Background: an optimization exercise with open tools, aiming at small area and a short achievable clock period. Do not read the settings as production practice.
At most, simulation tests tie the RTL to the original design; equivalence was not proved.
Power is estimated from default activity; no workload was simulated.

// s_axi_template
module s_axi_template #(
		parameter integer C_S_AXI_ID_WIDTH	= 1,
		parameter integer C_S_AXI_DATA_WIDTH	= 64,
		parameter integer C_S_AXI_ADDR_WIDTH	= 32,
		parameter integer C_S_AXI_AWUSER_WIDTH	= 1,
		parameter integer C_S_AXI_ARUSER_WIDTH	= 1,
		parameter integer C_S_AXI_WUSER_WIDTH	= 1,
		parameter integer C_S_AXI_RUSER_WIDTH	= 1,
		parameter integer C_S_AXI_BUSER_WIDTH	= 1
	)
	(
		output wire [15:0] P_buf,  
		output wire [15:0] A_dbg,
		output wire [15:0] B_dbg,
		output wire [15:0] C_dbg,
		output wire [ 3:0] mode_sel_dbg,
		input wire  S_AXI_ACLK,
		input wire  S_AXI_ARESETN,
		input wire [C_S_AXI_ID_WIDTH-1 : 0] S_AXI_AWID,
		input wire [C_S_AXI_ADDR_WIDTH-1 : 0] S_AXI_AWADDR,
		input wire [7 : 0] S_AXI_AWLEN,
		input wire [2 : 0] S_AXI_AWSIZE,
		input wire [1 : 0] S_AXI_AWBURST,
		input wire  S_AXI_AWLOCK,
		input wire [3 : 0] S_AXI_AWCACHE,
		input wire [2 : 0] S_AXI_AWPROT,
		input wire [3 : 0] S_AXI_AWQOS,
		input wire [3 : 0] S_AXI_AWREGION,
		input wire [C_S_AXI_AWUSER_WIDTH-1 : 0] S_AXI_AWUSER,
		input wire  S_AXI_AWVALID,
		output wire  S_AXI_AWREADY,
		input wire [C_S_AXI_DATA_WIDTH-1 : 0] S_AXI_WDATA,
		input wire [(C_S_AXI_DATA_WIDTH/8)-1 : 0] S_AXI_WSTRB,
		input wire  S_AXI_WLAST,
		input wire [C_S_AXI_WUSER_WIDTH-1 : 0] S_AXI_WUSER,
		input wire  S_AXI_WVALID,
		output wire  S_AXI_WREADY,
		output wire [C_S_AXI_ID_WIDTH-1 : 0] S_AXI_BID,
		output wire [1 : 0] S_AXI_BRESP,
		output wire [C_S_AXI_BUSER_WIDTH-1 : 0] S_AXI_BUSER,
		output wire  S_AXI_BVALID,
		input wire  S_AXI_BREADY,
		input wire [C_S_AXI_ID_WIDTH-1 : 0] S_AXI_ARID,
		input wire [C_S_AXI_ADDR_WIDTH-1 : 0] S_AXI_ARADDR,
		input wire [7 : 0] S_AXI_ARLEN,
		input wire [2 : 0] S_AXI_ARSIZE,
		input wire [1 : 0] S_AXI_ARBURST,
		input wire  S_AXI_ARLOCK,
		input wire [3 : 0] S_AXI_ARCACHE,
		input wire [2 : 0] S_AXI_ARPROT,
		input wire [3 : 0] S_AXI_ARQOS,
		input wire [3 : 0] S_AXI_ARREGION,
		input wire [C_S_AXI_ARUSER_WIDTH-1 : 0] S_AXI_ARUSER,
		input wire  S_AXI_ARVALID,
		output wire  S_AXI_ARREADY,
		output wire [C_S_AXI_ID_WIDTH-1 : 0] S_AXI_RID,
		output wire [C_S_AXI_DATA_WIDTH-1 : 0] S_AXI_RDATA,
		output wire [1 : 0] S_AXI_RRESP,
		output wire  S_AXI_RLAST,
		output wire [C_S_AXI_RUSER_WIDTH-1 : 0] S_AXI_RUSER,
		output wire  S_AXI_RVALID,
		input wire  S_AXI_RREADY
	);
For scale: roughly 1200 cells after synthesis, about 150 flip-flops, roughly 350 I/O pins, roughly 10000 sq um of cells after synthesis.
clock: 10.0 ns
lec_check: 0
abc_clock_period_in_ps: 4000
cap_margin: 20
core_margin: 2
core_utilization: 40
cts_buf_list: sky130_fd_sc_hd__clkbuf_8
cts_cluster_size: 30
setup_slack_margin: 5
slew_margin: 20
standard.sh (not shown) runs the stock make flow with config.mk's settings and CLKGATE_MAP_FILE= SYNTH_SCRIPT=/design/flow/synth_recipe.tcl, a recipe that flattens the netlist after the stock synthesis.
==> flow/flow/run.sh <==
#!/bin/bash
# The standard layout (standard.sh), with the port buffers made from
# sky130_fd_sc_hd__buf_2 instead of the cell buffer_ports picks by itself.
set -euo pipefail
bash standard.sh BUFFER_PORTS_ARGS="-buffer_cell sky130_fd_sc_hd__buf_2" finish > standard.log 2>&1
Rerun with:
--- a/flow/design.v
+++ b/flow/design.v
@@ -227,19 +227,33 @@
   wire c60 = (c44 & s27) | (c44 & s45) | (s27 & s45);
   wire s61 = s29 ^ c45 ^ s46;
   wire c61 = (s29 & c45) | (s29 & s46) | (c45 & s46);
   wire s62 = s31 ^ c46 ^ s47;
   wire c62 = (s31 & c46) | (s31 & s47) | (c46 & s47);
   wire s63 = s33 ^ c47 ^ s48;
   wire c63 = (s33 & c47) | (s33 & s48) | (c47 & s48);
   wire s64 = s35 ^ c48 ^ s49;
   wire c64 = (s35 & c48) | (s35 & s49) | (c48 & s49);
-  assign S[15] = X[15] ^ c0 ^ pp0_15 ^ pp1_13 ^ pp2_11 ^ pp3_9 ^ pp4_7 ^ pp5_5 ^ pp6_3 ^ pp7_1 ^ c13 ^ c14 ^ c15 ^ c34 ^ c35;
+  wire x65 = X[15] ^ c0;
+  wire x66 = pp0_15 ^ pp1_13;
+  wire x67 = pp2_11 ^ pp3_9;
+  wire x68 = pp4_7 ^ pp5_5;
+  wire x69 = pp6_3 ^ pp7_1;
+  wire x70 = x65 ^ x66;
+  wire x71 = x67 ^ x68;
+  wire x72 = x69 ^ c13;
+  wire x73 = c14 ^ c15;
+  wire x74 = x70 ^ x71;
+  wire x75 = x72 ^ x73;
+  wire x76 = x74 ^ c34;
+  wire x77 = c35 ^ x75;
+  wire x78 = x76 ^ x77;
+  assign S[15] = x78;
   assign Y[15] = c64;
   assign Z = c49;
   assign S[0] = pp0_0;
   assign Y[0] = s50;
   assign S[1] = c50;
   assign Y[1] = s51;
   assign S[2] = c51;
   assign Y[2] = s52;
   assign S[3] = c52;
@@ -402,19 +416,20 @@
 	assign S_AXI_RVALID  = axi_rvalid;
 	assign S_AXI_RLAST   = axi_rlast;
 	assign S_AXI_RRESP   = 2'b00;
 	assign S_AXI_RUSER   = {C_S_AXI_RUSER_WIDTH{1'b0}};
 	assign S_AXI_RID     = S_AXI_ARID;
 	reg [15:0] A, B, C, B_in, C_in;
 	reg [ 3:0] mode_sel;
 	wire rst = ~S_AXI_ARESETN;
 	wire [15:0] W = S_AXI_WDATA[15:0];
-	wire [15:0] A_wr = (wbeat & wsel[0]) ? W : A;
+	wire        armA = axi_wready & wsel[0];
+	wire [15:0] A_wr = S_AXI_WVALID ? (armA ? W : A) : A;
 	wire [15:0] A_nx = rst ? 16'd0 : A_wr;
 	wire [15:0] B_nx = rst ? 16'd0 : (wbeat & wsel[1]) ? W : B;
 	wire [15:0] C_nx = rst ? 16'd0 : (wbeat & wsel[2]) ? W : C;
 	wire [ 3:0] M_nx = rst ? 4'd0  : (wbeat & wsel[3]) ? W[3:0] : mode_sel;
 	wire [15:0] Bi_nx = rst ? 16'd0 :
 	                    (mode_sel[2:0] == 3'b000) ? 16'd0 :
 	                    (mode_sel[2:1] == 2'b10)  ? 16'd1 : B;
 	wire [15:0] Ci_nx = (~rst & (mode_sel[2] | (mode_sel[1] & mode_sel[0]))) ? C : 16'd0;
 	wire        Sub_nx = mode_sel[0];
Result:
- final area climbs by about 4%
- via count climbs by 1.8%
- setup slack improves by 0.044 ns
- utilization climbs by 0.40 points
- routed wire length climbs by about 3%
- hold slack improves by 0.0077 ns
- count of clock-buffer cells in the layout drops by 1
- synthesized cell count climbs by about 2.6%
- power climbs by about 1.4%
- first-iteration DRC count climbs by 1.2%
- clock skew climbs by 0.0036 ns
- cell count climbs by 1.3%
No functional check of the RTL was part of the second run of this note.

port drivers added, routing unchanged:
How much do the figures lean on ideal ports? The routed layouts below were timed once more, with nothing changed but the port constraints.
Step 1 assumes that a clkbuf_16 drives the clock port and a buf_2 every other input.
Step 2 moves the port delays by t, midway between the first and last clock arrival at a register: inputs arrive t later, outputs are due t later. That takes back most of the time a late clock gives input paths.
Slacks: ideal ports / drivers / drivers and shift; pairs: ideal ports / drivers.
run	shift t [ns]	setup slack, ns	worst setup path after step 2	clock arrival spread, ns	cell pins on the clock port's net
the first run	0.506	4.719 / 4.695 / 4.189	input to register	0.024 / 0.025	1
the second run	0.504	4.763 / 4.694 / 4.190	input to register	0.028 / 0.028	1
After both steps every run listed still meets setup and hold. The setup slack of the second run, which loses most, moves by -0.069 ns with the drivers and by -0.573 ns with both steps.
